What follows belongs to an exercise in optimizing a design on an open flow for small area, a short achievable clock period and few clock cycles per item; a production flow would make more cautious choices.
In this exercise RTL edits were held to simulation tests only and were not proved equivalent to the original.
Power figures rest on the tool's default switching activity, not on a simulated workload.

==> design/flow/design.v <==
`timescale 1ns / 1ps
module md5_dp(
  input clk,
  input [31:0] kwA,         
  input [31:0] vA,          
  input [1:0]  fA,          
  input [4:0]  sC,          
  input        ldD,         
  output reg [31:0] bA      
);
localparam [31:0] IV_A = 32'h67452301, IV_B = 32'hefcdab89,
                  IV_C = 32'h98badcfe, IV_D = 32'h10325476;
function [31:0] pg_sum(input [31:0] p0, input [31:0] g0);
  reg [31:0] g, p;
  integer i, l;
  begin
    g = g0; p = p0;
    for (l = 0; l < 5; l = l + 1)
      for (i = 0; i < 32; i = i + 1)
        if (((i >> l) & 1) == 1) begin
          g[i] = g[i] | (p[i] & g[((i >> l) << l) - 1]);
          p[i] = p[i] & p[((i >> l) << l) - 1];
        end
    pg_sum = p0 ^ {g[30:0], 1'b0};
  end
endfunction
reg [31:0] aA, cA, dA;                
reg [31:0] pB, gB, bB, cB, dB;        
reg [31:0] xC, bC, cC, dC;            
reg [31:0] pD, gD, bD, cD, dD;        
reg [31:0] fa;
always @(*) begin
  case (fA)
    2'd0: fa = (bA & cA) | (~bA & dA);
    2'd1: fa = (dA & bA) | (~dA & cA);
    2'd2: fa = bA ^ cA ^ dA;
    default: fa = cA ^ (bA | ~dA);
  endcase
end
wire [31:0] u1  = aA ^ kwA ^ vA;               
wire [31:0] w1  = (aA & kwA) | (aA & vA) | (kwA & vA);
wire [31:0] w1s = {w1[30:0], 1'b0};
wire [31:0] u2  = u1 ^ w1s ^ fa;
wire [31:0] w2  = (u1 & w1s) | (u1 & fa) | (w1s & fa);
wire [31:0] w2s = {w2[30:0], 1'b0};
wire [31:0] xB  = pg_sum(pB, gB);
wire [31:0] l0 = sC[0] ? {xC[30:0], xC[31]}    : xC;
wire [31:0] l1 = sC[1] ? {l0[29:0], l0[31:30]} : l0;
wire [31:0] l2 = sC[2] ? {l1[27:0], l1[31:28]} : l1;
wire [31:0] l3 = sC[3] ? {l2[23:0], l2[31:24]} : l2;
wire [31:0] l4 = sC[4] ? {l3[15:0], l3[31:16]} : l3;
wire [31:0] bnD = pg_sum(pD, gD);
always @(posedge clk) begin
  aA <= dD; bA <= bnD; cA <= bD; dA <= cD;
  pB <= u2 ^ w2s;  gB <= u2 & w2s;
  bB <= bA;  cB <= cA;  dB <= dA;
  xC <= xB;  bC <= bB;  cC <= cB;  dC <= dB;
  if (ldD) begin
    pD <= IV_B;  gD <= 32'd0;
    bD <= IV_C;  cD <= IV_D;  dD <= IV_A;
  end else begin
    pD <= bC ^ l4;  gD <= bC & l4;
    bD <= bC;  cD <= cC;  dD <= dC;
  end
end
endmodule
module md5_crack(
  input clk,
  input reset_n,
  input start,               
  input [31:0] first,        
  input [127:0] target,      
  output done,               
  output found,              
  output [31:0] password     
    );
localparam [31:0] IV_A = 32'h67452301, IV_B = 32'hefcdab89,
                  IV_C = 32'h98badcfe, IV_D = 32'h10325476;
function [31:0] kw_rom(input [5:0] r);    
  case (r)
      6'd0: kw_rom = 32'h079ad4a8;
      6'd1: kw_rom = 32'h18f7e786;
      6'd2: kw_rom = 32'h2420715b;
      6'd3: kw_rom = 32'hc1bdceee;
      6'd4: kw_rom = 32'hf57c0faf;
      6'd5: kw_rom = 32'h4787c62a;
      6'd6: kw_rom = 32'ha8304613;
      6'd7: kw_rom = 32'hfd469501;
      6'd8: kw_rom = 32'h698098d8;
      6'd9: kw_rom = 32'h8b44f7af;
      6'd10: kw_rom = 32'hffff5bb1;
      6'd11: kw_rom = 32'h895cd7be;
      6'd12: kw_rom = 32'h6b901122;
      6'd13: kw_rom = 32'hfd987193;
      6'd14: kw_rom = 32'ha67943ce;
      6'd15: kw_rom = 32'h49b40821;
      6'd16: kw_rom = 32'h264e5592;
      6'd17: kw_rom = 32'hc040b340;
      6'd18: kw_rom = 32'h265e5a51;
      6'd19: kw_rom = 32'h19e6f7da;
      6'd20: kw_rom = 32'hd62f105d;
      6'd21: kw_rom = 32'h02441453;
      6'd22: kw_rom = 32'hd8a1e681;
      6'd23: kw_rom = 32'he7d3fbc8;
      6'd24: kw_rom = 32'h21e1cde6;
      6'd25: kw_rom = 32'hc3370816;
      6'd26: kw_rom = 32'hf4d50d87;
      6'd27: kw_rom = 32'h455a14ed;
      6'd28: kw_rom = 32'ha9e3e905;
      6'd29: kw_rom = 32'hfcefa478;
      6'd30: kw_rom = 32'h676f02d9;
      6'd31: kw_rom = 32'h8d2a4c8a;
      6'd32: kw_rom = 32'hfffa3942;
      6'd33: kw_rom = 32'h8771f681;
      6'd34: kw_rom = 32'h6d9d6122;
      6'd35: kw_rom = 32'hfde5384c;
      6'd36: kw_rom = 32'hd4ef1a74;
      6'd37: kw_rom = 32'h4bdecfa9;
      6'd38: kw_rom = 32'hf6bb4b60;
      6'd39: kw_rom = 32'hbebfbc70;
      6'd40: kw_rom = 32'h289b7ec6;
      6'd41: kw_rom = 32'h1ad1582a;
      6'd42: kw_rom = 32'hd4ef3085;
      6'd43: kw_rom = 32'h04881d05;
      6'd44: kw_rom = 32'hd9d4d039;
      6'd45: kw_rom = 32'he6db99e5;
      6'd46: kw_rom = 32'h1fa27cf8;
      6'd47: kw_rom = 32'hc4ac56e5;
      6'd48: kw_rom = 32'h24595274;
      6'd49: kw_rom = 32'h432aff97;
      6'd50: kw_rom = 32'hab9423e7;
      6'd51: kw_rom = 32'hfc93a039;
      6'd52: kw_rom = 32'h655b59c3;
      6'd53: kw_rom = 32'h8f0ccc92;
      6'd54: kw_rom = 32'hffeff47d;
      6'd55: kw_rom = 32'hb5b48e01;
      6'd56: kw_rom = 32'h6fa87e4f;
      6'd57: kw_rom = 32'hfe2ce6e0;
      6'd58: kw_rom = 32'ha3014314;
      6'd59: kw_rom = 32'h4e0811a1;
      6'd60: kw_rom = 32'hf7537e82;
      6'd61: kw_rom = 32'hbd3af235;
      6'd62: kw_rom = 32'h2ad7d33b;
      6'd63: kw_rom = 32'heb86d391;
  endcase
endfunction
function [4:0] s_of(input [5:0] r);
  case ({r[5:4], r[1:0]})
    4'd0:  s_of = 5'd7;   4'd1:  s_of = 5'd12;  4'd2:  s_of = 5'd17;  4'd3:  s_of = 5'd22;
    4'd4:  s_of = 5'd5;   4'd5:  s_of = 5'd9;   4'd6:  s_of = 5'd14;  4'd7:  s_of = 5'd20;
    4'd8:  s_of = 5'd4;   4'd9:  s_of = 5'd11;  4'd10: s_of = 5'd16;  4'd11: s_of = 5'd23;
    4'd12: s_of = 5'd6;   4'd13: s_of = 5'd10;  4'd14: s_of = 5'd15;  default: s_of = 5'd21;
  endcase
endfunction
function [31:0] bswap(input [31:0] v);
  bswap = {v[7:0], v[15:8], v[23:16], v[31:24]};
endfunction
localparam NDP = 3;     
reg        busy;        
reg        pre;         
reg        done_r;
reg        found_r;
reg [8:0]  t;           
reg [31:8] base;        
reg [7:0]  lo;          
reg [31:8] base1;       
reg [7:0]  lo1, lo2;    
reg [7:0]  plo;         
reg [3:0]  valid;       
reg [NDP-1:1] vdp;      
reg [4*NDP-1:0] m;      
reg        at_end;      
reg        u0r, u1r;    
reg [5:0]  rr;          
reg [31:0] kwA;
reg [1:0]  fA;
reg [4:0]  sB, sC;
reg [32*NDP-1:0] vA;    
reg [31:0] tw;
reg [4*NDP-1:0] pc;
reg [3:0]  wsel;        
reg [3:0]  wseln;       
assign done     = done_r;
assign found    = found_r;
assign password = {base, plo};
function [7:0] lo_plus(input [7:0] l, input [1:0] j);
  reg [4:0] u;    
  begin
    case ({l[3:1], j})
      5'd0: u = 5'h00;
      5'd1: u = 5'h01;
      5'd2: u = 5'h02;
      5'd3: u = 5'h03;
      5'd4: u = 5'h02;
      5'd5: u = 5'h03;
      5'd6: u = 5'h04;
      5'd7: u = 5'h05;
      5'd8: u = 5'h04;
      5'd9: u = 5'h05;
      5'd10: u = 5'h06;
      5'd11: u = 5'h07;
      5'd12: u = 5'h06;
      5'd13: u = 5'h07;
      5'd14: u = 5'h08;
      5'd15: u = 5'h09;
      5'd16: u = 5'h08;
      5'd17: u = 5'h09;
      5'd18: u = 5'h10;
      5'd19: u = 5'h11;
      default: u = 5'h00;
    endcase
    lo_plus = {u[4] ? l[7:4] + 4'd1 : l[7:4], u[3:0]};
  end
endfunction
function [7:0] lo_p4(input [7:0] l);
  if (l == 8'h96) lo_p4 = 8'h00;
  else if (l[3:0] >= 4'd6) lo_p4 = {l[7:4] + 4'd1, l[3:0] - 4'd6};
  else lo_p4 = {l[7:4], l[3:0] + 4'd4};
endfunction
wire [NDP:1] wrap = {lo >= 8'h88, lo >= 8'h92, lo >= 8'h96};     
wire [31:8] bdp1 = wrap[1] ? base1 : base;
wire [31:8] bdp2 = wrap[2] ? base1 : base;
wire [32*NDP-1:0] dlo = {lo2, lo1, lo};                            
wire [24*NDP-1:0] dbase = {bdp2, bdp1, base};                      
wire [1:0] foff = {first[4], 1'b0} + first[1:0];            
wire [3:0] fd7  = first[3:0];
wire [7:0] flo  = (fd7 >= {2'b0, foff}) ? {first[7:4], fd7 - {2'b0, foff}}
                                        : {first[7:4] - 4'd1, fd7 + 4'd10 - {2'b0, foff}};
reg  [31:8] inc6;
reg         cy;
integer     k;
always @(*) begin
  inc6 = base;
  cy = 1'b1;
  for (k = 2; k < 8; k = k + 1) begin
    if (cy) begin
      if (inc6[4*k +: 4] == 4'd9) inc6[4*k +: 4] = 4'd0;
      else begin inc6[4*k +: 4] = inc6[4*k +: 4] + 4'd1; cy = 1'b0; end
    end
  end
end
wire [8:0] t1    = t + 9'd1;
wire [8:0] t2s   = t + 9'd2;
wire [1:0] widx2 = t2s[3:2] - 2'd1;    
wire [31:0] ivw  = ({32{wsel[0]}} & IV_A) | ({32{wsel[1]}} & IV_D) |
                   ({32{wsel[2]}} & IV_C) | ({32{wsel[3]}} & IV_B);
function [3:0] check(input [31:0] b, input [31:0] iv, input [31:0] tg);
  reg [31:0] creq, cgen, bitok;
  begin
    creq  = b ^ iv ^ tg;
    cgen  = (b & iv) | (b & creq) | (iv & creq);
    bitok = ~({creq[31:1], 1'b0} ^ {cgen[30:0], creq[0]});
    check = {&bitok[31:24], &bitok[23:16], &bitok[15:8], &bitok[7:0]};
  end
endfunction
wire        ldD = (t == 9'd510) | (t == 9'd511) | (t == 9'd0) | (t == 9'd1);
wire [32*NDP-1:0] bA;
wire [NDP-1:0]    ok;                  
wire [NDP-1:0]    vk = {vdp, valid[3]};    
genvar gk;
generate
  for (gk = 0; gk < NDP; gk = gk + 1) begin : g
    md5_dp dp (.clk(clk), .kwA(kwA), .vA(vA[32*gk +: 32]), .fA(fA), .sC(sC), .ldD(ldD),
               .bA(bA[32*gk +: 32]));
    assign ok[gk] = &pc[4*gk +: 4];
  end
endgenerate
wire cont    = (|(m & {NDP{4'b0111}})) | (|(ok & vk));
wire fin     = busy & (t == 9'd261);
wire grp_end = busy & (((t == 9'd248) & ~cont) | (fin & ~(|m)));
wire hit     = fin & (|m);
reg  [3:0] hidx;
integer    h;
always @(*) begin
  hidx = 4'd0;
  for (h = 4*NDP-1; h >= 0; h = h - 1)
    if (m[h]) hidx = h[3:0];
end
wire [8:0] t2 = t + 9'd2;
wire [5:0] rn2 = t2[7:2];
wire [1:0] jn = t1[1:0];
wire use_w0 = (rn2 == 6'd0) | (rn2 == 6'd19) | (rn2 == 6'd41) | (rn2 == 6'd48);
wire use_w1 = (rn2 == 6'd1) | (rn2 == 6'd16) | (rn2 == 6'd36) | (rn2 == 6'd55);
reg  [32*NDP-1:0] vnext;
reg  [7:0]  ln;
reg  [31:8] bk;
integer     q;
always @(*) begin
  for (q = 0; q < NDP; q = q + 1) begin
    ln = lo_plus(dlo[8*q +: 8], jn);
    bk = dbase[24*q +: 24];
    vnext[32*q +: 32] =
      (u0r ? {4'h0, bk[19:16], 4'h0, bk[23:20], 4'h0, bk[27:24], 4'h0, bk[31:28]} : 32'd0) |
      (u1r ? {4'h0, ln[3:0], 4'h0, ln[7:4], 4'h0, bk[11:8], 4'h0, bk[15:12]} : 32'd0);
  end
end
always @(posedge clk) begin
  if (~reset_n) begin
    busy   <= 1'b0;
    pre    <= 1'b0;
    done_r <= 1'b0;
  end else if (start & ~busy & ~pre) begin
    pre     <= 1'b1;
    done_r  <= 1'b0;
    found_r <= 1'b0;
    base    <= first[31:8];
    lo      <= flo;
    valid   <= (foff == 2'd0) ? 4'b1111 : (foff == 2'd1) ? 4'b1110 : (foff == 2'd2) ? 4'b1100 : 4'b1000;
  end else if (pre) begin
    pre  <= 1'b0;
    busy <= 1'b1;
    t    <= 9'd510;
  end else if (busy) begin
    t <= t1;
    for (q = 0; q < NDP; q = q + 1) begin
      if (t == 9'd245) m[4*q+0] <= ok[q] & (q == 0 ? valid[0] : vdp[q]);
      if (t == 9'd246) m[4*q+1] <= ok[q] & (q == 0 ? valid[1] : vdp[q]);
      if (t == 9'd247) m[4*q+2] <= ok[q] & (q == 0 ? valid[2] : vdp[q]);
      if (t == 9'd248) m[4*q+3] <= ok[q] & (q == 0 ? valid[3] : vdp[q]);
      if (t == 9'd249 || t == 9'd253 || t == 9'd257) m[4*q+0] <= m[4*q+0] & ok[q];
      if (t == 9'd250 || t == 9'd254 || t == 9'd258) m[4*q+1] <= m[4*q+1] & ok[q];
      if (t == 9'd251 || t == 9'd255 || t == 9'd259) m[4*q+2] <= m[4*q+2] & ok[q];
      if (t == 9'd252 || t == 9'd256 || t == 9'd260) m[4*q+3] <= m[4*q+3] & ok[q];
    end
    if (hit) begin
      busy    <= 1'b0;
      done_r  <= 1'b1;
      found_r <= 1'b1;
      plo     <= lo_plus(dlo[8*hidx[3:2] +: 8], hidx[1:0]);
      base    <= dbase[24*hidx[3:2] +: 24];
    end else if (grp_end) begin
      if (at_end) begin
        busy   <= 1'b0;
        done_r <= 1'b1;
      end else begin
        t     <= 9'd510;
        lo    <= lo_p4(lo2);
        if (wrap[3]) base <= base1;
        valid <= 4'b1111;
      end
    end
  end
end
always @(posedge clk) begin
  base1  <= inc6;
  lo1    <= lo_p4(lo);
  lo2    <= lo_p4(lo_p4(lo));
  at_end <= (base == 24'h999999) & wrap[3];
  vdp    <= ~({wrap[2], wrap[1]} & {2{base == 24'h999999}});
  u0r    <= use_w0;
  u1r    <= use_w1;
  rr  <= t1[7:2] + {5'd0, (t1[1:0] == 2'd3)};
  kwA <= kw_rom(rr);
  fA  <= rr[5:4];
  sB  <= s_of(t[7:2]);
  sC  <= sB;
  vA  <= vnext;
  tw <= ({32{wseln[0]}} & bswap(target[127:96])) | ({32{wseln[1]}} & bswap(target[31:0])) |
        ({32{wseln[2]}} & bswap(target[63:32]))  | ({32{wseln[3]}} & bswap(target[95:64]));
  wseln <= 4'b0001 << widx2;
  wsel  <= wseln;
  for (q = 0; q < NDP; q = q + 1)
    pc[4*q +: 4] <= check(bA[32*q +: 32], ivw, tw);
end
endmodule
==> design/flow/run.sh <==
#!/bin/bash
# synth_recipe.tcl (not shown) runs the flow's synth.tcl, then flattens the netlist and writes it again
# the make line also repeats each setting of config.mk as NAME=value (left out here)
make -C /OpenROAD-flow-scripts/flow DESIGN_CONFIG=/design/flow/config.mk WORK_HOME=/design/flow/orfs CLKGATE_MAP_FILE= SYNTH_SCRIPT=/design/flow/synth_recipe.tcl finish
==> design/flow/config.mk <==
export PLATFORM = sky130hd
export DESIGN_NAME = md5_crack
export DESIGN_NICKNAME = md5_crack
export VERILOG_FILES = /design/flow/design.v
export SDC_FILE = /design/flow/constraint.sdc
export NUM_CORES = 4
export LEC_CHECK = 0
export ABC_AREA = 1
export CAP_MARGIN = 20
export CORE_MARGIN = 2
export CORE_UTILIZATION = 55
export CTS_CLUSTER_DIAMETER = 150
export CTS_CLUSTER_SIZE = 22
export SETUP_SLACK_MARGIN = 2.4
export SLEW_MARGIN = 20
==> design/flow/constraint.sdc <==
create_clock -name core_clock -period 5.0 [get_ports {clk}]
set_input_delay 1.0000 -clock core_clock [delete_from_list [all_inputs] [get_ports {clk}]]
set_output_delay 1.0000 -clock core_clock [all_outputs]
set_load 0.01 [all_outputs]
==> results of run 1 <==
[power groups by stage]
stage | Combinational [W] | Sequential [W] | Clock, W
after floorplan | 0.0160 | 0.0267 | 0
after global placement | 0.0214 | 0.0294 | 0
after detailed placement | 0.0222 | 0.0295 | 0
after CTS | 0.0228 | 0.0292 | 0.00891
after global routing | 0.0263 | 0.0299 | 0.00942
final | 0.0233 | 0.0293 | 0.00878
[synth_stat cells (all sizes together) (50+ instances only)]
| master | number |
|---|---|
| fa | 232 |
| xor2 | 116 |
| o22ai | 68 |
| nand4 | 70 |
| nand3 | 591 |
| nor3 | 133 |
| o32ai | 50 |
| edfxtp | 65 |
| nor2 | 878 |
| clkbuf | 163 |
| or2 | 295 |
| buf | 137 |
| o31ai | 51 |
| dfxtp | 1916 |
| nand2 | 1831 |
| xnor2 | 124 |
| a21oi | 373 |
| o21ai | 382 |
| ha | 332 |
| inv | 1161 |
| o211ai | 113 |
[sequential cells by signal, indices dropped and copies added (netlist names), 32 cells and up]
name,count
g.dp.cD,96
g.dp.bD,96
g.dp.dC,96
g.dp.dB,96
g.dp.xC,96
g.dp.cC,96
kwA,32
g.dp.gB,90
g.dp.bB,96
tw,32
g.dp.dD,96
g.dp.dA,96
g.dp.aA,96
g.dp.pD,96
g.dp.bC,96
g.dp.cB,96
g.dp.cA,96
g.dp.bA,96
g.dp.pB,96
g.dp.gD,93
vA,48
[per-layer routing]
metal / global-route usage, % / up-vias / share of wire [%]
met5: 0 / - / 0.015
li1: - / 30430 / -
met2: 54.39 / 2742 / 44
met4: 17.44 / 6 / 6.1
met3: 5.210 / 604 / 7.7
met1: 47.04 / 30940 / 42
[placed cells by master, fill, tap and decap left out, drive strengths merged, types with 8 or more instances in the layout]
master / count
a21boi: 18
a21o: 24
a21oi: 374
a2bb2oi: 47
a31oi: 25
buf: 196
clkbuf: 116
clkdlybuf4s50: 161
clkinvlp: 8
dfxtp: 1916
diode: 11
dlygate4sd2: 34
edfxtp: 65
fa: 232
ha: 332
inv: 1161
nand2: 1837
nand3: 592
nand4: 70
nor2: 878
nor3: 133
nor3b: 43
nor4: 10
o211ai: 113
o21a: 43
o21ai: 382
o21bai: 15
o221ai: 18
o22ai: 68
o31ai: 51
o32ai: 50
or2: 295
xnor2: 124
xor2: 116
[kinds of logic (layout without fill, tap and decap cells)]
group	after synthesis	after routing	share of synthesized area (%)
AOI/OAI and AO/OA	1265	1266	9.476
xor gates and xnor gates	240	240	2.596
adders and majority gates	564	564	10.83
buffers and inverters	1467	1686	7.023
DFF	1981	1981	49.61
other	0	11	0
and+or+nand+nor	3862	3869	20.47
[through the flow]
step,cell area [sq um],hold slack (ns)
after floorplan,81310,0.3096
after global placement,85110,0.3096
after detailed placement,85110,0.3121
after CTS,89410,0.3029
after global routing,90500,0.3143
final,90510,0.2989
[final cells by class]
cell class | count | area (sq um)
clock inverters | 8 | 153.9
repair inverters | 1 | 8.758
diodes | 11 | 27.53
flip-flops and latches | 1981 | 40330
fillers | 12760 | 56620
well taps | 1930 | 2415
inverters | 1167 | 4499
clock buffers | 110 | 2561
multi-input cells | 5939 | 36200
repair buffers | 400 | 4310
[worst paths after layout]
path / to / startpoint / depth (start not counted) / slack [ns]
worst max-delay path: kwA[31] / rr[0] / 9 / 2.32
worst min-delay path: g[0].dp.dC[24] / g[0].dp.dB[24] / 0 / 0.30
worst min register to register: g[0].dp.dC[24] / g[0].dp.dB[24] / 0 / 0.30
worst max register to register: kwA[31] / rr[0] / 9 / 2.32
[repair_timing]
action                                 CTS  global route
pin swaps                               12            23
setup buffers                           73            42
hold buffers                             0             0
cloned                                  16             8
endpoints found under the hold margin    0             0
setup endpoints to repair              792           350
resized for setup                      157           155
==> impl_summary.txt, run 1 <==
----------------------------------------------------
[Timing]
  Highest clock frequency the design can meet ... 373.3 MHz
  Setup slack after layout ... about 2.3 ns
  Final hold violations ... 0
  Unrepaired setup endpoints after global routing ... yes
  Post-route clock period utilization ... between 50% and 60%
  Setup TNS after final layout ... 0 ns
  Slew margin rel. ... about 17%
  Post-Route Skew ... roughly 0.055 ns
  Tightest Pin Transition ... 1.227 ns
  Count of final max-slew check failures ... 0
  Min Tclk post-route ... 2.679 ns
  # setup viols final ... 0

[Job]
  Number of violations of the max-capacitance limit ... 0

[Setup path]
  CP bufs+invs ... 3
  Cell seen most often among critical-path stages ... sky130_fd_sc_hd__nand2_1
  Kind of launch point of the worst setup path ... flip-flop
  Worst path required time ... around 5.5 ns
  Largest delay share family, worst path ... simple AND/OR/NAND/NOR gates
  Type of the setup path with the least slack ... reg2reg
  Longest individual stage delay on the worst path ... roughly 0.42 ns
  Critical-path maximum fanout ... 13
  Type of element capturing the critical path ... flip-flop
  CP arrival ... between 3 and 4 ns
  Cell with the biggest individual delay on the critical path ... sky130_fd_sc_hd__nand2_1
  Worst-path cell chain ... buf_4 -> inv_1 -> buf_4 -> ha_1 -> nand2_1 -> nand2_1 -> nor2_1 -> o311ai_0 -> nand2_1

[Pwr]
  Total power divided by cell area ... a little under 700 nW/um^2
  Leak pwr ... ~42 nW
  Internal power of the cells ... between 0.03 and 0.04 W
  Share of power burned in combinational logic ... approximately 38%
  Overall power ... about 0.061 W
  Net switching power figure ... 0.02480 W
  Worst vdd rail ir drop ... about 0.45 mV
  Power share of the clock group ... between 10 and 15%
  Fraction of power consumed by sequential logic ... 47.7%
  Proportion of total power due to net switching ... between 40% and 50%

[Clocking]
  Cell chosen for the clock root ... sky130_fd_sc_hd__clkbuf_16
  Clock insertion delay at the later pin of the skew report ... slightly below 0.8 ns
  Clock Path Buffers ... 3
  CTS tree ... built
  Num Clock Sinks ... 1981
  CTS H-Tree Depth ... 3
  Number of buffers created by CTS ... 100
  Clock Pin Slew Worst Setup and Hold Paths ... 0.09 ns

[Yosys]
  Gate count of the mapped netlist ... 9379
  Share of the synthesized area in the top cell type ... a little under half
  Number of synthesized register bits ... just under 2000
  Syn Nets ... 10110
  Leading register cell type out of synthesis ... sky130_fd_sc_hd__dfxtp_1
  Number of synthesized flops with an enable pin ... 65
  Post-synth ARST share ... 0%
  Count of different cell masters after synthesis ... 64
  Most area-consuming cells after synthesis ... sky130_fd_sc_hd__dfxtp_1 (47%), sky130_fd_sc_hd__nand2_1 (8.4%), sky130_fd_sc_hd__fa_1 (5.7%), sky130_fd_sc_hd__inv_1 (5.3%), sky130_fd_sc_hd__ha_1 (5.1%)
  Yosys Warn Count ... 2
  Syn Std Cell Area ... 81260 sq um
  Largest area contributor in the netlist ... sky130_fd_sc_hd__dfxtp_1
  Sequential cell area fraction in the yosys report ... 49.61%
  Average size of a mapped cell ... about 8.7 sq um

[GRT]
  GR Overflow Total ... 0
  Pin count of the biggest net entering global routing ... 79
  Overall track demand over capacity in global routing ... 34.78%
  First-pass GRT wire length ... 387.5 mm
  Number of antenna violations at the first check in global routing ... 26
  Number of global-route vias before repair ... around 60000

[Placed design]
  Placed cells ... 11280
  Post-DP HPWL ... 193.2 mm
  Dpl ws ... roughly 1.5 ns
  Last weighted congestion value of the routability-driven placer ... roughly 1
  IO Port Bufs ... roughly 200

[Cells and area]
  Area added between synthesis and finish ... 11.39%
  Layout cells sized above 1 ... 8.203%
  Final Core Density ... between 60% and 70%
  Cell Count, Final, Fillers Out ... 11550
  Nets@finish ... around 10000

[Floorplan]
  Count of standard-cell rows ... 141
  Top-level I/O count ... a little under 200
  Core region area ... around 150000 sq um
  Starting density of the core ... between 50% and 60%
  Height of the die ... 388.4 microns
  DIE WIDTH ... just under 400 microns
  Die Area ... about 150000 sq um

[Routing]
  Routed WL ... 270.8 mm
  Vias ... between 60000 and 70000
  Final routed wire length divided by cell count ... around 23 microns
  Number of detailed-route iterations in the first pass ... 10
  Detailed-route DRC error count ... 0
  Antenna Violating Nets Remaining ... 0
  Ratio of routed vias to standard cells ... 5.605
  DRT iter0 DRCs ... about 6600

[Hold path]
  Type of the tightest min-delay check ... reg2reg

[Outcome]
  Status ... complete, no violations

----------------------------------------------------
Testbench counts, summed over its fixed seeds: cycles 177,915, candidates 8,001.
==> run 2, diff against run 1 <==
==> design/flow/config.mk (replaced) <==
export PLATFORM = sky130hd
export DESIGN_NAME = md5_crack
export DESIGN_NICKNAME = md5_crack
export VERILOG_FILES = /design/flow/design.v
export SDC_FILE = /design/flow/constraint.sdc
export NUM_CORES = 4
export LEC_CHECK = 0
export CAP_MARGIN = 20
export CORE_MARGIN = 2
export CORE_UTILIZATION = 55
export CTS_CLUSTER_DIAMETER = 150
export CTS_CLUSTER_SIZE = 22
export SETUP_SLACK_MARGIN = 2.5
export SLEW_MARGIN = 20
==> impl_summary.txt, run 2 <==
----------------------------------------------------
[Job]
  Number of violations of the max-capacitance limit ... 0 (unchanged)

[Yosys]
  Top-count cell post-synth ... sky130_fd_sc_hd__dfxtp_1 (unchanged)
  Average size of a mapped cell ... 10.84 sq um (was 8.664 sq um)
  Count of different cell masters after synthesis ... 85 (was 64)
  Syn Nets ... 7890 (was 10110)
  Share of the synthesized area in the top cell type ... 49.39% (was 47.20%)
  Most area-consuming cells after synthesis ... sky130_fd_sc_hd__dfxtp_1 (49%), sky130_fd_sc_hd__fa_1 (6.0%), sky130_fd_sc_hd__ha_1 (5.3%), sky130_fd_sc_hd__mux4_2 (3.0%), sky130_fd_sc_hd__nand2_1 (2.8%) (was sky130_fd_sc_hd__dfxtp_1 (47%), sky130_fd_sc_hd__nand2_1 (8.4%), sky130_fd_sc_hd__fa_1 (5.7%), sky130_fd_sc_hd__inv_1 (5.3%), sky130_fd_sc_hd__ha_1 (5.1%))
  Leading register cell type out of synthesis ... sky130_fd_sc_hd__dfxtp_1 (unchanged)
  Sequential cell area fraction in the yosys report ... 51.90% (was 49.61%)
  Number of synthesized flops with an enable pin ... 65 (unchanged)
  Largest area contributor in the netlist ... sky130_fd_sc_hd__dfxtp_1 (unchanged)
  Number of synthesized register bits ... 1981 (unchanged)
  Yosys Warn Count ... 2 (unchanged)
  Post-synth ARST share ... 0% (unchanged)
  Syn Std Cell Area ... 77660 sq um (was 81260 sq um)
  Commonest cells in the netlist ... sky130_fd_sc_hd__dfxtp_1 (1916), sky130_fd_sc_hd__nand2_1 (588), sky130_fd_sc_hd__nor2_1 (373) (was sky130_fd_sc_hd__dfxtp_1 (1916), sky130_fd_sc_hd__nand2_1 (1825), sky130_fd_sc_hd__inv_1 (1151))
  Gate count of the mapped netlist ... 7163 (was 9379)

[Setup path]
  Kind of launch point of the worst setup path ... flip-flop (unchanged)
  Worst path required time ... 5.71 ns (was 5.53 ns)
  Type of the setup path with the least slack ... reg2reg (unchanged)
  Worst reg2reg setup slack ... 2.19 ns (was 2.32 ns)
  Reg-to-Reg Start ... g[0].dp.gD[0] (was rr[0])
  Type of element capturing the critical path ... flip-flop (unchanged)
  Critical Path Start ... g[0].dp.gD[0] (was rr[0])
  CP arrival ... 3.52 ns (was 3.21 ns)
  Critical-path maximum fanout ... 3 (was 13)

[Clocking]
  Clock insertion delay at the later pin of the skew report ... 0.78 ns (was 0.79 ns)
  CTS tree ... built (unchanged)
  Clock Pin Slew Worst Setup and Hold Paths ... 0.09 ns (about the same)
  CTS H-Tree Depth ... 3 (unchanged)
  Num Clock Sinks ... 1981 (unchanged)
  Clock Path Buffers ... 3 (unchanged)
  Cell chosen for the clock root ... sky130_fd_sc_hd__clkbuf_16 (unchanged)
  Number of buffers created by CTS ... 100 (unchanged)

[Routing]
  Antenna Violating Nets Remaining ... 0 (unchanged)
  DRT iter0 DRCs ... 4685 (was 6552)
  Routed WL ... 251.3 mm (was 270.8 mm)
  Detailed-route DRC error count ... 0 (unchanged)
  Vias ... 55000 (was 64720)
  Ratio of routed vias to standard cells ... 5.792 (was 5.605)
  Final routed wire length divided by cell count ... 26.46 microns (was 23.45 microns)
  Number of detailed-route iterations in the first pass ... 6 (was 10)

[Placed design]
  Last weighted congestion value of the routability-driven placer ... 0.9361 (was 0.9768)
  Post-DP HPWL ... 167.3 mm (was 193.2 mm)
  Placed cells ... 9004 (was 11280)
  IO Port Bufs ... 196 (unchanged)
  Cell area after placement ... 81820 sq um (was 85110 sq um)

[Timing]
  Setup TNS after final layout ... 0 ns (unchanged)
  Post-route clock period utilization ... 56.20% (was 53.58%)
  Post-Route Skew ... 0.05185 ns (was 0.05480 ns)
  Count of final max-slew check failures ... 0 (unchanged)
  Highest clock frequency the design can meet ... 355.9 MHz (was 373.3 MHz)
  Final hold violations ... 0 (unchanged)
  # setup viols final ... 0 (unchanged)
  Slew margin rel. ... 10.99% (was 17.31%)
  Worst-case hold slack ... 0.3121 ns (was 0.2989 ns)
  Unrepaired setup endpoints after global routing ... yes (unchanged)
  Tightest Pin Transition ... 1.335 ns (was 1.227 ns)
  Min Tclk post-route ... 2.810 ns (was 2.679 ns)

[GRT]
  Number of antenna violations at the first check in global routing ... 10 (was 26)
  Overall track demand over capacity in global routing ... 31.90% (was 34.78%)
  Number of global-route vias before repair ... 51720 (was 59920)
  GR Overflow Total ... 0 (unchanged)
  Pin count of the biggest net entering global routing ... 97 (was 79)
  First-pass GRT wire length ... 341.3 mm (was 387.5 mm)

[Pwr]
  Leak pwr ... 39.08 nW (was 42.31 nW)
  Worst vdd rail ir drop ... 0.4097 mV (was 0.4486 mV)
  Overall power ... 0.06548 W (was 0.06142 W)
  Total power divided by cell area ... 694.8 nW/um^2 (was 678.6 nW/um^2)

[Cells and area]
  Most common library cell in the layout ignoring fill and taps ... sky130_fd_sc_hd__dfxtp_1 (unchanged)
  Area added between synthesis and finish ... 21.34% (was 11.39%)
  Layout cells sized above 1 ... 19.11% (was 8.203%)
  Commonest non-fill, non-tap cells in the layout ... sky130_fd_sc_hd__dfxtp_1 (1898), sky130_fd_sc_hd__nand2_1 (569), sky130_fd_sc_hd__inv_1 (329) (was sky130_fd_sc_hd__dfxtp_1 (1908), sky130_fd_sc_hd__nand2_1 (1796), sky130_fd_sc_hd__inv_1 (1137))
  Fill cell total of the finished layout ... 10580 (was 12760)
  Total non-filler cell area in the finished layout ... 94240 sq um (was 90510 sq um)
  Cell Count, Final, Fillers Out ... 9496 (was 11550)
  Nets@finish ... 8326 (was 10320)

[Floorplan]
  Count of standard-cell rows ... 137 (was 141)
  Top-level I/O count ... 197 (unchanged)
  Starting density of the core ... 55.52% (was 55.23%)
  DIE WIDTH ... 379.8 microns (was 388.4 microns)
  Core region area ... 139900 sq um (was 147100 sq um)
  Die Area ... 144200 sq um (was 150800 sq um)
  Height of the die ... 379.8 microns (was 388.4 microns)

[Hold path]
  Hold_sp ... g[1].dp.cB[27] (was g[0].dp.dB[24])
  Type of the tightest min-delay check ... reg2reg (unchanged)

[Outcome]
  Status ... complete, no violations (unchanged)

----------------------------------------------------
## run 2: metrics by stage
step	utilization, %	setup WS, ns
2_1_floorplan	-	2.344
3_3_place_gp	58.48	1.577
3_5_place_dp	58.50	1.608
4_1_cts	63.65	2.271
5_1_grt	67.37	2.115
6_report	67.37	2.190
## run 2: final cells by class
cell class | instances | area [sq um] | share of cell area [%]
inverters | 342 | 1308 | 1.387
clock inverters | 9 | 188.9 | 0.2005
repair buffers | 645 | 8108 | 8.604
well taps | 1876 | 2347 | 2.491
diodes | 2 | 5.005 | 0.005311
clock buffers | 112 | 2547 | 2.703
multi-input cells | 4528 | 39380 | 41.78
repair inverters | 1 | 5.005 | 0.005311
flip-flops and latches | 1981 | 40350 | 42.82
## run 2: power breakdown
group          leakage (nW)  switching, W  internal, W  total, W
clock                  1.32       0.00512      0.00366   0.00878
sequential             16.7       0.00617       0.0238    0.0300
combinational          21.0        0.0140       0.0127    0.0267
total                  39.1        0.0253       0.0402    0.0655
## run 2: timing repair
action / in CTS / in global routing
endpoints found under the setup margin: 906 / 670
gates resized for setup: 634 / 634
hold endpoints to repair: 0 / 0
cloned: 30 / 62
hold buffers: 0 / 0
pin swaps: 72 / 235
buffers inserted: 163 / 114
## run 2: path summary, 6_finish.rpt
kind / endpoint / cells past startpoint
hold / removal: g[1].dp.cC[27] / 0
setup reg to reg: g[0].dp.bA[31] / 10
setup / recovery: g[0].dp.bA[31] / 10
hold reg to reg: g[1].dp.cC[27] / 0
## run 2: cell families after synthesis
kind of cell / synth area share [%]
flip-flops: 51.90
AND/OR/NAND/NOR: 12.32
AO/OA/AOI/OAI: 9.976
buffers and inverters: 3.200
adder cells (fa/ha/maj): 11.33
XOR/XNOR: 4.872
multiplexers: 6.394
## run 2: layer usage
layer	wire, microns	track usage [%]	share of wire, %
met1	102200	41.75	41
met2	116500	51.75	46
met3	17580	5.015	7.0
met4	14950	15.41	5.9
met5	55	0	0.022
## run 2: worst max-delay path: stages, from the launching register on
cell	delay [ns]
sky130_fd_sc_hd__dfxtp_1	0.31
sky130_fd_sc_hd__ha_2	0.17
sky130_fd_sc_hd__o211ai_1	0.28
sky130_fd_sc_hd__a21oi_2	0.18
sky130_fd_sc_hd__o221a_4	0.29
sky130_fd_sc_hd__a32oi_4	0.30
sky130_fd_sc_hd__a41o_2	0.29
sky130_fd_sc_hd__o21ai_4	0.07
sky130_fd_sc_hd__o41a_1	0.35
sky130_fd_sc_hd__or4_1	0.40
sky130_fd_sc_hd__nand4_1	0.11
==> run 3, diff against run 2 <==
--- a/design/flow/config.mk
+++ b/design/flow/config.mk
@@ -10,5 +10,5 @@
 export CORE_UTILIZATION = 55
 export CTS_CLUSTER_DIAMETER = 150
 export CTS_CLUSTER_SIZE = 22
-export SETUP_SLACK_MARGIN = 2.5
+export SETUP_SLACK_MARGIN = 2.35
 export SLEW_MARGIN = 20
==> impl_summary.txt, run 3 <==
----------------------------------------------------
[Routing]
  Number of detailed-route iterations in the first pass ... 6 (unchanged)
  Final routed wire length divided by cell count ... 24.87 microns (was 26.46 microns)
  Routed WL ... 231.9 mm (was 251.3 mm)
  DRT iter0 DRCs ... 4401 (was 4685)
  Vias ... 53230 (was 55000)
  Detailed-route DRC error count ... 0 (unchanged)
  Ratio of routed vias to standard cells ... 5.707 (was 5.792)
  Antenna Violating Nets Remaining ... 0 (unchanged)

[Pwr]
  Proportion of total power due to net switching ... 37.69% (was 38.56%)
  Net switching power figure ... 0.02337 W (was 0.02525 W)
  Total power divided by cell area ... 703.6 nW/um^2 (was 694.8 nW/um^2)
  Internal power of the cells ... 0.03865 W (was 0.04023 W)
  Worst vdd rail ir drop ... 0.3925 mV (was 0.4097 mV)
  Fraction of power consumed by sequential logic ... 47.7% (was 45.8%)
  Overall power ... 0.06202 W (was 0.06548 W)
  Leak pwr ... 37.05 nW (was 39.08 nW)
  Power share of the clock group ... 14.3% (was 13.4%)
  Share of power burned in combinational logic ... 38.0% (was 40.8%)

[Clocking]
  Clock insertion delay at the later pin of the skew report ... 0.80 ns (was 0.78 ns)
  Number of buffers created by CTS ... 100 (unchanged)
  CTS tree ... built (unchanged)
  CTS H-Tree Depth ... 3 (unchanged)
  Clock Pin Slew Worst Setup and Hold Paths ... 0.09 ns (about the same)
  Clock Path Buffers ... 3 (unchanged)
  Cell chosen for the clock root ... sky130_fd_sc_hd__clkbuf_16 (unchanged)
  Num Clock Sinks ... 1981 (unchanged)

[GRT]
  Number of global-route vias before repair ... 50780 (was 51720)
  Gr busiest metal ... met2 (unchanged)
  Number of antenna violations at the first check in global routing ... 8 (was 10)
  Pin count of the biggest net entering global routing ... 97 (unchanged)
  Global routing usage on met3 ... 3.681% (was 5.015%)
  GR met1 Demand/Resource ... 42.58% (was 41.75%)
  Met2 Usage GRT ... 49.84% (was 51.75%)
  Overall track demand over capacity in global routing ... 31.04% (was 31.90%)
  GR Overflow Total ... 0 (unchanged)
  First-pass GRT wire length ... 332.9 mm (was 341.3 mm)

[Yosys]
  Gate count of the mapped netlist ... 7163 (unchanged)
  Post-synth ARST share ... 0% (unchanged)
  Leading register cell type out of synthesis ... sky130_fd_sc_hd__dfxtp_1 (unchanged)
  Most area-consuming cells after synthesis ... sky130_fd_sc_hd__dfxtp_1 (49%), sky130_fd_sc_hd__fa_1 (6.0%), sky130_fd_sc_hd__ha_1 (5.3%), sky130_fd_sc_hd__mux4_2 (3.0%), sky130_fd_sc_hd__nand2_1 (2.8%) (unchanged)
  Syn Nets ... 7890 (unchanged)
  Largest area contributor in the netlist ... sky130_fd_sc_hd__dfxtp_1 (unchanged)
  Sequential cell area fraction in the yosys report ... 51.90% (unchanged)
  Count of different cell masters after synthesis ... 85 (unchanged)
  Syn Std Cell Area ... 77660 sq um (unchanged)
  Number of synthesized register bits ... 1981 (unchanged)
  Share of the synthesized area in the top cell type ... 49.39% (unchanged)
  Average size of a mapped cell ... 10.84 sq um (unchanged)
  Yosys Warn Count ... 2 (unchanged)
  Commonest cells in the netlist ... sky130_fd_sc_hd__dfxtp_1 (1916), sky130_fd_sc_hd__nand2_1 (588), sky130_fd_sc_hd__nor2_1 (373) (unchanged)
  Number of synthesized flops with an enable pin ... 65 (unchanged)
  Top-count cell post-synth ... sky130_fd_sc_hd__dfxtp_1 (unchanged)

[Setup path]
  Kind of launch point of the worst setup path ... flip-flop (unchanged)
  CP arrival ... 3.42 ns (was 3.52 ns)
  Worst path required time ... 5.70 ns (was 5.71 ns)
  Worst reg2reg setup slack ... 2.27 ns (was 2.19 ns)
  Critical-path maximum fanout ... 3 (unchanged)
  Longest individual stage delay on the worst path ... 0.41 ns (was 0.40 ns)
  Type of element capturing the critical path ... flip-flop (unchanged)
  Type of the setup path with the least slack ... reg2reg (unchanged)
  Cell with the biggest individual delay on the critical path ... sky130_fd_sc_hd__or4_1 (unchanged)
  Worst-path cell chain ... a21o_1 -> or2_1 -> o221a_4 -> a32oi_4 -> a41o_4 -> o21ai_4 -> o41a_1 -> or4_1 -> nand4_1 (was ha_2 -> o211ai_1 -> a21oi_2 -> o221a_4 -> a32oi_4 -> a41o_2 -> o21ai_4 -> o41a_1 -> or4_1 -> nand4_1)

[Floorplan]
  Die Area ... 144200 sq um (unchanged)
  Height of the die ... 379.8 microns (unchanged)
  Top-level I/O count ... 197 (unchanged)
  Core region area ... 139900 sq um (unchanged)
  Count of standard-cell rows ... 137 (unchanged)
  DIE WIDTH ... 379.8 microns (unchanged)
  Starting density of the core ... 55.52% (unchanged)

[Timing]
  Min Tclk post-route ... 2.726 ns (was 2.810 ns)
  Slew margin rel. ... 33.07% (was 10.99%)
  Setup TNS after final layout ... 0 ns (unchanged)
  Highest clock frequency the design can meet ... 366.9 MHz (was 355.9 MHz)
  Count of final max-slew check failures ... 0 (unchanged)
  Post-Route Skew ... 0.07419 ns (was 0.05185 ns)
  Tightest Pin Transition ... 1.004 ns (was 1.335 ns)
  # setup viols final ... 0 (unchanged)
  Post-route clock period utilization ... 54.52% (was 56.20%)
  Unrepaired setup endpoints after global routing ... yes (unchanged)
  Final hold violations ... 0 (unchanged)

[Cells and area]
  Area added between synthesis and finish ... 13.50% (was 21.34%)
  Final Core Density ... 63.02% (was 67.37%)
  Total non-filler cell area in the finished layout ... 88140 sq um (was 94240 sq um)
  Commonest non-fill, non-tap cells in the layout ... sky130_fd_sc_hd__dfxtp_1 (1897), sky130_fd_sc_hd__nand2_1 (583), sky130_fd_sc_hd__nor2_1 (357) (was sky130_fd_sc_hd__dfxtp_1 (1898), sky130_fd_sc_hd__nand2_1 (569), sky130_fd_sc_hd__inv_1 (329))
  Layout cells sized above 1 ... 11.31% (was 19.11%)
  Most common library cell in the layout ignoring fill and taps ... sky130_fd_sc_hd__dfxtp_1 (unchanged)
  Cell Count, Final, Fillers Out ... 9327 (was 9496)
  Fill cell total of the finished layout ... 11330 (was 10580)
  Nets@finish ... 8152 (was 8326)

[Placed design]
  Post-DP HPWL ... 166.5 mm (was 167.3 mm)
  Last weighted congestion value of the routability-driven placer ... 0.9101 (was 0.9361)
  Placed cells ... 9018 (was 9004)
  Cell area after placement ... 81880 sq um (was 81820 sq um)
  IO Port Bufs ... 196 (unchanged)

[Job]
  Number of violations of the max-capacitance limit ... 0 (unchanged)

[Hold path]
  Type of the tightest min-delay check ... reg2reg (unchanged)

[Outcome]
  Status ... complete, no violations (unchanged)

----------------------------------------------------
run 3: cell counts after synthesis:
Identical to the previous run, type by type.
run 3: critical path: cells and delay by family, from the launching register on:
| kind | cells | cell delay (ns) |
|---|---|---|
| AO/OA/AOI/OAI | 6 | 1.53 |
| AND/OR/NAND/NOR | 3 | 0.77 |
| flip-flops | 1 | 0.35 |
run 3: cell families (layout without fill, tap and decap cells):
| group | Yosys count | in the layout | synth area share, % |
|---|---|---|---|
| AND/OR/NAND/NOR | 1953 | 1955 | 12.32 |
| adder cells (fa/ha/maj) | 564 | 564 | 11.33 |
| flip-flops | 1981 | 1981 | 51.90 |
| AO/OA/AOI/OAI | 1219 | 1219 | 9.976 |
| other | 0 | 4 | 0 |
| XOR/XNOR | 432 | 432 | 4.872 |
| multiplexers | 360 | 360 | 6.394 |
| buffers and inverters | 654 | 936 | 3.200 |
run 3: final timing paths:
| kind | startpoint | cells after the start | end |
|---|---|---|---|
| max | g[0].dp.pD[5] | 9 | g[0].dp.bA[31] |
| min | g[2].dp.dB[25] | 0 | g[2].dp.dC[25] |
| max reg2reg | g[0].dp.pD[5] | 9 | g[0].dp.bA[31] |
| min reg2reg | g[2].dp.dB[25] | 0 | g[2].dp.dC[25] |
run 3: cell type report:
class | count | area, sq um | area share, %
multi-input cells | 4530 | 36260 | 41.14
well taps | 1876 | 2347 | 2.663
clock buffers | 116 | 2584 | 2.931
inverters | 342 | 1296 | 1.471
clock inverters | 8 | 192.7 | 0.2186
repair buffers | 470 | 5096 | 5.782
diodes | 4 | 10.01 | 0.01136
flip-flops and latches | 1981 | 40360 | 45.78
run 3: through the flow:
stage / setup slack, ns / hold WS (ns)
after floorplan: 2.330 / 0.3096
after global placement: 1.559 / 0.3097
after detailed placement: 1.554 / 0.3121
after CTS: 2.111 / 0.3027
after global routing: 2.203 / 0.3039
final: 2.274 / 0.2948
run 3: timing repair:
| action | CTS | global route |
|---|---|---|
| pin swaps | 41 | 58 |
| setup buffers | 118 | 42 |
| resized for setup | 207 | 245 |
| hold endpoints to repair | 0 | 0 |
| gates cloned | 7 | 14 |
| hold buffers | 0 | 0 |
| endpoints found under the setup margin | 820 | 481 |
run 3: power by group through the flow:
stage	Sequential (W)	Clock [W]	Combinational (W)
CTS	0.0295	0.00901	0.0229
finish	0.0296	0.00885	0.0236
detailed placement	0.0298	0	0.0218
global route	0.0304	0.00955	0.0265
floorplan	0.0272	0	0.0159
global placement	0.0297	0	0.0212
run 3: per-layer routing:
| metal | share of wire [%] | up-vias |
|---|---|---|
| li1 | - | 24840 |
| met1 | 43 | 26210 |
| met2 | 46 | 1759 |
| met3 | 5.9 | 412 |
| met4 | 5.1 | 6 |
| met5 | 0.017 | - |
==> run 4, diff against run 3 <==
--- a/design/flow/config.mk
+++ b/design/flow/config.mk
@@ -7,7 +7,7 @@
 export LEC_CHECK = 0
 export CAP_MARGIN = 20
 export CORE_MARGIN = 2
-export CORE_UTILIZATION = 55
+export CORE_UTILIZATION = 48
 export CTS_CLUSTER_DIAMETER = 150
 export CTS_CLUSTER_SIZE = 22
 export SETUP_SLACK_MARGIN = 2.35
==> impl_summary.txt, run 4 <==
----------------------------------------------------
[Floorplan]
  Core region area ... 160600 sq um (was 139900 sq um)
  Count of standard-cell rows ... 147 (was 137)
  Height of the die ... 406.2 microns (was 379.8 microns)
  Starting density of the core ... 48.37% (was 55.52%)
  DIE WIDTH ... 406.2 microns (was 379.8 microns)
  Top-level I/O count ... 197 (unchanged)
  Die Area ... 165000 sq um (was 144200 sq um)

[Routing]
  DRT iter0 DRCs ... 4125 (was 4401)
  Antenna Violating Nets Remaining ... 0 (unchanged)
  Ratio of routed vias to standard cells ... 5.537 (was 5.707)
  Vias ... 52980 (was 53230)
  Number of detailed-route iterations in the first pass ... 6 (unchanged)
  Routed WL ... 239.2 mm (was 231.9 mm)
  Detailed-route DRC error count ... 0 (unchanged)
  Final routed wire length divided by cell count ... 24.99 microns (was 24.87 microns)

[Yosys]
  Post-synthesis xor/xnor area fraction ... 4.872% (unchanged)
  Average size of a mapped cell ... 10.84 sq um (unchanged)
  Most area-consuming cells after synthesis ... sky130_fd_sc_hd__dfxtp_1 (49%), sky130_fd_sc_hd__fa_1 (6.0%), sky130_fd_sc_hd__ha_1 (5.3%), sky130_fd_sc_hd__mux4_2 (3.0%), sky130_fd_sc_hd__nand2_1 (2.8%) (unchanged)
  Area share of and/or/nand/nor cells after synthesis ... 12.32% (unchanged)
  Number of synthesized flops with an enable pin ... 65 (unchanged)
  Number of synthesized register bits ... 1981 (unchanged)
  Post-synth ARST share ... 0% (unchanged)
  Leading register cell type out of synthesis ... sky130_fd_sc_hd__dfxtp_1 (unchanged)
  Commonest cells in the netlist ... sky130_fd_sc_hd__dfxtp_1 (1916), sky130_fd_sc_hd__nand2_1 (588), sky130_fd_sc_hd__nor2_1 (373) (unchanged)
  Yosys Warn Count ... 2 (unchanged)
  Syn Std Cell Area ... 77660 sq um (unchanged)
  Sequential cell area fraction in the yosys report ... 51.90% (unchanged)
  Gate count of the mapped netlist ... 7163 (unchanged)
  Top-count cell post-synth ... sky130_fd_sc_hd__dfxtp_1 (unchanged)
  Syn Nets ... 7890 (unchanged)
  Adder-cell area share of the yosys netlist ... 11.33% (unchanged)
  Count of different cell masters after synthesis ... 85 (unchanged)
  Largest area contributor in the netlist ... sky130_fd_sc_hd__dfxtp_1 (unchanged)
  Share of the synthesized area in the top cell type ... 49.39% (unchanged)
  Largest family of logic cells by synthesized area ... simple AND/OR/NAND/NOR gates (unchanged)
  Fraction of synthesized area in multiplexers ... 6.394% (unchanged)
  Post-synthesis compound-gate area fraction ... 9.976% (unchanged)

[Setup path]
  Kind of launch point of the worst setup path ... flip-flop (unchanged)
  Reg-to-Reg Start ... g[0].dp.gD[0] (was g[0].dp.pD[5])
  Type of the setup path with the least slack ... reg2reg (unchanged)
  Worst reg2reg setup slack ... 2.32 ns (was 2.27 ns)
  Worst path required time ... 5.68 ns (was 5.70 ns)
  CP arrival ... 3.36 ns (was 3.42 ns)
  Type of element capturing the critical path ... flip-flop (unchanged)
  Critical register-to-register path endpoint ... g[0].dp.bA[31] (unchanged)
  Depth of the worst register-to-register path ... 11 (was 9)
  Critical-path maximum fanout ... 3 (unchanged)

[Clocking]
  Clock Pin Slew Worst Setup and Hold Paths ... 0.09 ns (about the same)
  Cell chosen for the clock root ... sky130_fd_sc_hd__clkbuf_16 (unchanged)
  Clock insertion delay at the later pin of the skew report ... 0.78 ns (was 0.80 ns)
  Num Clock Sinks ... 1981 (unchanged)
  CTS tree ... built (unchanged)
  CTS H-Tree Depth ... 3 (unchanged)
  Number of buffers created by CTS ... 100 (unchanged)
  Clock Path Buffers ... 3 (unchanged)
  Number of buffers inserted by hold repair at cts ... 0 (unchanged)

[Hold path]
  End point of the worst hold path ... g[0].dp.aA[18] (was g[2].dp.dC[25])
  Type of the tightest min-delay check ... reg2reg (unchanged)
  Hold_sp ... g[0].dp.dD[18] (was g[2].dp.dB[25])
  WHS Path Cells ... 0 (unchanged)

[Timing]
  Highest clock frequency the design can meet ... 373.4 MHz (was 366.9 MHz)
  Count of final max-slew check failures ... 0 (unchanged)
  Tightest Pin Transition ... 1.041 ns (was 1.004 ns)
  # setup viols final ... 0 (unchanged)
  Setup TNS after final layout ... 0 ns (unchanged)
  Min Tclk post-route ... 2.678 ns (was 2.726 ns)
  Unrepaired setup endpoints after global routing ... yes (unchanged)
  Slew margin rel. ... 30.62% (was 33.07%)
  Worst-case hold slack ... 0.3096 ns (was 0.2948 ns)
  Post-Route Skew ... 0.04424 ns (was 0.07419 ns)
  Post-route clock period utilization ... 53.57% (was 54.52%)
  Setup slack after layout ... 2.322 ns (was 2.274 ns)
  Final hold violations ... 0 (unchanged)

[Placed design]
  Post-DP HPWL ... 172.6 mm (was 166.5 mm)
  Last weighted congestion value of the routability-driven placer ... 0.9974 (was 0.9101)
  IO Port Bufs ... 196 (unchanged)
  Dpl ws ... 1.528 ns (was 1.554 ns)

[GRT]
  Number of global-route vias before repair ... 51090 (was 50780)
  First-pass GRT wire length ... 340.9 mm (was 332.9 mm)
  Pin count of the biggest net entering global routing ... 97 (unchanged)
  Number of antenna violations at the first check in global routing ... 7 (was 8)
  Overall track demand over capacity in global routing ... 28.35% (was 31.04%)
  GR Overflow Total ... 0 (unchanged)

[Cells and area]
  Fill cell total of the finished layout ... 13900 (was 11330)
  Commonest non-fill, non-tap cells in the layout ... sky130_fd_sc_hd__dfxtp_1 (1901), sky130_fd_sc_hd__nand2_1 (585), sky130_fd_sc_hd__nor2_1 (356) (was sky130_fd_sc_hd__dfxtp_1 (1897), sky130_fd_sc_hd__nand2_1 (583), sky130_fd_sc_hd__nor2_1 (357))
  Area added between synthesis and finish ... 13.58% (was 13.50%)
  Final Core Density ... 54.94% (was 63.02%)
  Most common library cell in the layout ignoring fill and taps ... sky130_fd_sc_hd__dfxtp_1 (unchanged)
  Nets@finish ... 8111 (was 8152)
  Layout cells sized above 1 ... 11.06% (was 11.31%)

[Pwr]
  Worst vdd rail ir drop ... 0.3736 mV (was 0.3925 mV)
  Leak pwr ... 36.86 nW (was 37.05 nW)
  Total power divided by cell area ... 705.0 nW/um^2 (was 703.6 nW/um^2)

[Job]
  Number of violations of the max-capacitance limit ... 0 (unchanged)

[Outcome]
  Status ... complete, no violations (unchanged)

----------------------------------------------------
==> run 4: cell counts after synthesis <==
No cell type changed its count.
==> run 4: cell families (layout without fill, tap and decap cells) <==
kind of cell,after synthesis,in the layout
adders and majority gates,564,564
and+or+nand+nor,1953,1954
xor gates and xnor gates,432,432
buffers and inverters,654,892
other,0,7
AOI/OAI and AO/OA,1219,1219
DFF,1981,1981
muxes,360,360
==> run 4: cell type report <==
| class | instances | area (sq um) | share of cell area [%] |
|---|---|---|---|
| flip-flops and latches | 1981 | 40350 | 45.74 |
| multi-input cells | 4529 | 36390 | 41.25 |
| repair buffers | 430 | 4728 | 5.360 |
| well taps | 2160 | 2703 | 3.064 |
| clock buffers | 115 | 2644 | 2.997 |
| inverters | 342 | 1296 | 1.470 |
| clock inverters | 5 | 85.08 | 0.09646 |
| diodes | 7 | 17.52 | 0.01986 |
==> run 4: worst max-delay path, stage by stage, from the launching register on <==
cell and delay [ns]:
sky130_fd_sc_hd__dfxtp_2 0.32, sky130_fd_sc_hd__ha_2 0.17, sky130_fd_sc_hd__o211ai_1 0.17, sky130_fd_sc_hd__buf_4 0.17, sky130_fd_sc_hd__a21oi_4 0.06, sky130_fd_sc_hd__o221a_4 0.26
sky130_fd_sc_hd__a32oi_2 0.18, sky130_fd_sc_hd__a41o_2 0.31, sky130_fd_sc_hd__o21ai_4 0.07, sky130_fd_sc_hd__o41a_1 0.37, sky130_fd_sc_hd__or4_4 0.42, sky130_fd_sc_hd__nand4_1 0.10
==> run 4: worst max path at each step <==
stage,from,slack (ns),end
2_1_floorplan,fA[0],2.33,g[0].dp.pB[13]
3_3_place_gp,lo[3],1.52,base[31]
3_5_place_dp,fA[0],1.53,g[2].dp.pB[23]
4_1_cts,m[10],2.20,plo[7]
5_1_grt,lo[3],2.22,lo2[4]
6_report,g[0].dp.gD[0],2.32,g[0].dp.bA[31]
==> run 4: per-stage QoR <==
stage | power [W] | cell area, sq um | instances
after CTS | 0.06186 | 86770 | 9518
final | 0.06219 | 88210 | 9569
after floorplan | 0.04308 | 77820 | 7163
after global routing | 0.06678 | 88190 | 9562
after detailed placement | 0.05205 | 82040 | 9286
after global placement | 0.05145 | 82030 | 9286
==> run 4: report_power, final <==
| part | switching, W | internal, W |
|---|---|---|
| registers | 0.00578 | 0.0238 |
| clock network | 0.00504 | 0.00378 |
| logic | 0.0127 | 0.0110 |
==> run 4: metal layers <==
layer	global-route usage [%]	wire, microns	up-vias
met5	0	11	-
met4	13.14	13920	2
met3	3.824	13510	402
met2	46.94	110400	1693
met1	36.77	101300	26130
li1	-	-	24750
==> run 4: timing repair <==
item                       CTS  global route
pin swaps                   30            41
setup endpoints to repair  869           528
gates resized for setup    251           238
setup buffers              101            32
cloned                      11            12
==> run 5, diff against run 4 <==
--- a/design/flow/config.mk
+++ b/design/flow/config.mk
@@ -10,5 +10,5 @@
 export CORE_UTILIZATION = 48
 export CTS_CLUSTER_DIAMETER = 150
 export CTS_CLUSTER_SIZE = 22
-export SETUP_SLACK_MARGIN = 2.35
+export SETUP_SLACK_MARGIN = 2.4
 export SLEW_MARGIN = 20
==> impl_summary.txt, run 5 <==
----------------------------------------------------
[Routing]
  Number of detailed-route iterations in the first pass ... 5 (was 6)
  DRT iter0 DRCs ... 4179 (was 4125)
  Detailed-route DRC error count ... 0 (unchanged)
  Final routed wire length divided by cell count ... 24.98 microns (was 24.99 microns)
  Routed WL ... 239.9 mm (was 239.2 mm)
  Vias ... 52970 (was 52980)
  Antenna Violating Nets Remaining ... 0 (unchanged)
  Ratio of routed vias to standard cells ... 5.515 (was 5.537)

[Outcome]
  Status ... complete, no violations (unchanged)

[Cells and area]
  Total non-filler cell area in the finished layout ... 89210 sq um (was 88210 sq um)
  Layout cells sized above 1 ... 12.38% (was 11.06%)
  Area added between synthesis and finish ... 14.87% (was 13.58%)
  Commonest non-fill, non-tap cells in the layout ... sky130_fd_sc_hd__dfxtp_1 (1901), sky130_fd_sc_hd__nand2_1 (579), sky130_fd_sc_hd__nor2_1 (356) (was sky130_fd_sc_hd__dfxtp_1 (1901), sky130_fd_sc_hd__nand2_1 (585), sky130_fd_sc_hd__nor2_1 (356))
  Nets@finish ... 8146 (was 8111)
  Most common library cell in the layout ignoring fill and taps ... sky130_fd_sc_hd__dfxtp_1 (unchanged)
  Fill cell total of the finished layout ... 13790 (was 13900)
  Cell Count, Final, Fillers Out ... 9603 (was 9569)
  Final Core Density ... 55.56% (was 54.94%)

[Setup path]
  Type of the setup path with the least slack ... reg2reg (unchanged)
  Worst reg2reg setup slack ... 2.33 ns (was 2.32 ns)
  Worst path required time ... 5.69 ns (was 5.68 ns)
  Type of element capturing the critical path ... flip-flop (unchanged)
  Critical-path maximum fanout ... 4 (was 3)
  CP arrival ... 3.37 ns (was 3.36 ns)
  Kind of launch point of the worst setup path ... flip-flop (unchanged)

[Pwr]
  Fraction of power consumed by sequential logic ... 47.5% (was 47.6%)
  Leak pwr ... 37.27 nW (was 36.86 nW)
  Worst vdd rail ir drop ... 0.3888 mV (was 0.3736 mV)
  Internal power of the cells ... 0.03874 W (was 0.03863 W)
  Net switching power figure ... 0.02358 W (was 0.02356 W)
  Share of power burned in combinational logic ... 38.5% (was 38.2%)
  Proportion of total power due to net switching ... 37.84% (was 37.88%)
  Power share of the clock group ... 14.0% (was 14.2%)
  Total power divided by cell area ... 698.5 nW/um^2 (was 705.0 nW/um^2)

[Clocking]
  Number of buffers inserted by hold repair at cts ... 0 (unchanged)
  Num Clock Sinks ... 1981 (unchanged)
  Clock insertion delay at the later pin of the skew report ... 0.77 ns (was 0.78 ns)
  CTS tree ... built (unchanged)
  Clock Pin Slew Worst Setup and Hold Paths ... 0.10 ns (was 0.09 ns)
  CTS H-Tree Depth ... 3 (unchanged)
  Clock Path Buffers ... 3 (unchanged)
  Cell chosen for the clock root ... sky130_fd_sc_hd__clkbuf_16 (unchanged)
  Number of buffers created by CTS ... 100 (unchanged)

[Yosys]
  Syn Nets ... 7890 (unchanged)
  Largest area contributor in the netlist ... sky130_fd_sc_hd__dfxtp_1 (unchanged)
  Yosys Warn Count ... 2 (unchanged)
  Number of synthesized register bits ... 1981 (unchanged)
  Share of the synthesized area in the top cell type ... 49.39% (unchanged)
  Commonest cells in the netlist ... sky130_fd_sc_hd__dfxtp_1 (1916), sky130_fd_sc_hd__nand2_1 (588), sky130_fd_sc_hd__nor2_1 (373) (unchanged)
  Count of different cell masters after synthesis ... 85 (unchanged)
  Average size of a mapped cell ... 10.84 sq um (unchanged)
  Leading register cell type out of synthesis ... sky130_fd_sc_hd__dfxtp_1 (unchanged)
  Sequential cell area fraction in the yosys report ... 51.90% (unchanged)
  Top-count cell post-synth ... sky130_fd_sc_hd__dfxtp_1 (unchanged)
  Number of synthesized flops with an enable pin ... 65 (unchanged)
  Most area-consuming cells after synthesis ... sky130_fd_sc_hd__dfxtp_1 (49%), sky130_fd_sc_hd__fa_1 (6.0%), sky130_fd_sc_hd__ha_1 (5.3%), sky130_fd_sc_hd__mux4_2 (3.0%), sky130_fd_sc_hd__nand2_1 (2.8%) (unchanged)
  Post-synth ARST share ... 0% (unchanged)
  Gate count of the mapped netlist ... 7163 (unchanged)
  Syn Std Cell Area ... 77660 sq um (unchanged)

[Floorplan]
  Die Area ... 165000 sq um (unchanged)
  Starting density of the core ... 48.37% (unchanged)
  Core region area ... 160600 sq um (unchanged)
  Height of the die ... 406.2 microns (unchanged)
  DIE WIDTH ... 406.2 microns (unchanged)
  Top-level I/O count ... 197 (unchanged)
  Count of standard-cell rows ... 147 (unchanged)

[GRT]
  Number of global-route vias before repair ... 51280 (was 51090)
  Number of antenna violations at the first check in global routing ... 10 (was 7)
  Overall track demand over capacity in global routing ... 28.06% (was 28.35%)
  First-pass GRT wire length ... 338.1 mm (was 340.9 mm)
  Pin count of the biggest net entering global routing ... 97 (unchanged)
  GR Overflow Total ... 0 (unchanged)

[Timing]
  Post-Route Skew ... 0.04019 ns (was 0.04424 ns)
  Setup TNS after final layout ... 0 ns (unchanged)
  Count of final max-slew check failures ... 0 (unchanged)
  Final hold violations ... 0 (unchanged)
  Highest clock frequency the design can meet ... 373.9 MHz (was 373.4 MHz)
  Setup slack after layout ... 2.325 ns (was 2.322 ns)
  Slew margin rel. ... 26.44% (was 30.62%)
  Min Tclk post-route ... 2.675 ns (was 2.678 ns)
  Tightest Pin Transition ... 1.103 ns (was 1.041 ns)
  Post-route clock period utilization ... 53.49% (was 53.57%)
  # setup viols final ... 0 (unchanged)
  Unrepaired setup endpoints after global routing ... yes (unchanged)

[Placed design]
  IO Port Bufs ... 196 (unchanged)
  Dpl ws ... 1.573 ns (was 1.528 ns)
  Placed cells ... 9279 (was 9286)
  Last weighted congestion value of the routability-driven placer ... 0.9092 (was 0.9974)
  Cell area after placement ... 82030 sq um (was 82040 sq um)
  Post-DP HPWL ... 168.3 mm (was 172.6 mm)

[Hold path]
  Type of the tightest min-delay check ... reg2reg (unchanged)

[Job]
  Number of violations of the max-capacitance limit ... 0 (unchanged)

----------------------------------------------------
-- run 5: kinds of logic (layout without fill, tap and decap cells) --
logic type | after synthesis | after routing | share of synthesized area [%]
flip-flops | 1981 | 1981 | 51.90
other | 0 | 4 | 0
adder cells (fa/ha/maj) | 564 | 564 | 11.33
AND/OR/NAND/NOR | 1953 | 1954 | 12.32
AO/OA/AOI/OAI | 1219 | 1219 | 9.976
buffers and inverters | 654 | 929 | 3.200
XOR/XNOR | 432 | 432 | 4.872
multiplexers | 360 | 360 | 6.394
-- run 5: cell type report --
type,count,area [sq um],area share [%]
sequential,1981,40350,45.23
tap,2160,2703,3.029
timing repair buffer,465,5323,5.966
clock buffer,113,2551,2.860
inverter,342,1300,1.457
multi-input combinational,4529,36840,41.30
antenna,4,10.01,0.01122
clock inverter,9,132.6,0.1487
-- run 5: stage by stage --
stage	total power (W)	hold slack [ns]
global route	0.06683	0.3204
detailed placement	0.05177	0.3121
floorplan	0.04309	0.3096
finish	0.06232	0.3186
global placement	0.05109	0.3096
CTS	0.06171	0.3149
-- run 5: per-layer routing --
metal	routed length [microns]	up-vias	global-route usage [%]	share of wire (%)
li1	-	24830	-	-
met1	103000	26150	37.06	43
met2	112600	1641	46.42	47
met3	11810	354	2.657	4.9
met4	12490	0	13.24	5.2
met5	0	-	0	0
-- run 5: final timing paths --
| path | start | to | cells past startpoint |
|---|---|---|---|
| worst max-delay path | g[0].dp.gD[0] | g[0].dp.bA[31] | 10 |
| worst min-delay path | g[2].dp.pB[0] | g[2].dp.xC[0] | 0 |
| worst max register to register | g[0].dp.gD[0] | g[0].dp.bA[31] | 10 |
| worst min register to register | g[2].dp.pB[0] | g[2].dp.xC[0] | 0 |
-- run 5: worst max-delay path, cell delays in order, from the launching register on --
cell and delay [ns]:
sky130_fd_sc_hd__dfxtp_1 0.31, sky130_fd_sc_hd__ha_2 0.18, sky130_fd_sc_hd__o211ai_1 0.25, sky130_fd_sc_hd__a21oi_2 0.12, sky130_fd_sc_hd__o221a_4 0.26, sky130_fd_sc_hd__a32oi_4 0.19
sky130_fd_sc_hd__a41o_4 0.31, sky130_fd_sc_hd__o21ai_4 0.08, sky130_fd_sc_hd__o41a_1 0.38, sky130_fd_sc_hd__or4_1 0.43, sky130_fd_sc_hd__nand4_1 0.10
-- run 5: repair_timing --
action,CTS,global route
endpoints found under the setup margin,886,413
hold endpoints to repair,0,0
buffers inserted,114,49
cloned,15,20
resized for setup,336,275
pin swaps,41,63
-- run 5: power groups by stage --
stage	clock network, W	registers (W)	logic [W]
after detailed placement	0	0.0298	0.0220
after CTS	0.00894	0.0295	0.0233
after floorplan	0	0.0272	0.0159
after global placement	0	0.0297	0.0214
after global routing	0.00948	0.0304	0.0270
final	0.00873	0.0296	0.0240

[afterwards: timing with drivers on the ports]
How much do the figures lean on ideal ports? The routed layouts below were timed once more, with nothing changed but the port constraints. Step 1 assumes that a clkbuf_16 drives the clock port and a buf_2 every other input. Step 2 also shifts input and output timing later by t, the mid clock arrival at the registers, as if the neighbouring blocks saw the same clock. Three values: ideal, step 1, step 2; two values: the first two.
run	t, ns	setup WS [ns]	hold slack, ns
run 1	0.843	2.321 / 2.321 / 1.693	0.299 / 0.299 / 0.299
run 2	0.839	2.190 / 2.190 / 1.725	0.312 / 0.312 / 0.312
run 3	0.840	2.274 / 2.274 / 1.712	0.295 / 0.295 / 0.295
run 4	0.843	2.322 / 2.322 / 1.626	0.310 / 0.310 / 0.310
run 5	0.828	2.325 / 2.325 / 1.737	0.319 / 0.319 / 0.319
After both steps every run listed still meets setup and hold. The setup slack of run 4, which loses most, moves by 0.000 ns with the drivers and by -0.696 ns with both steps.
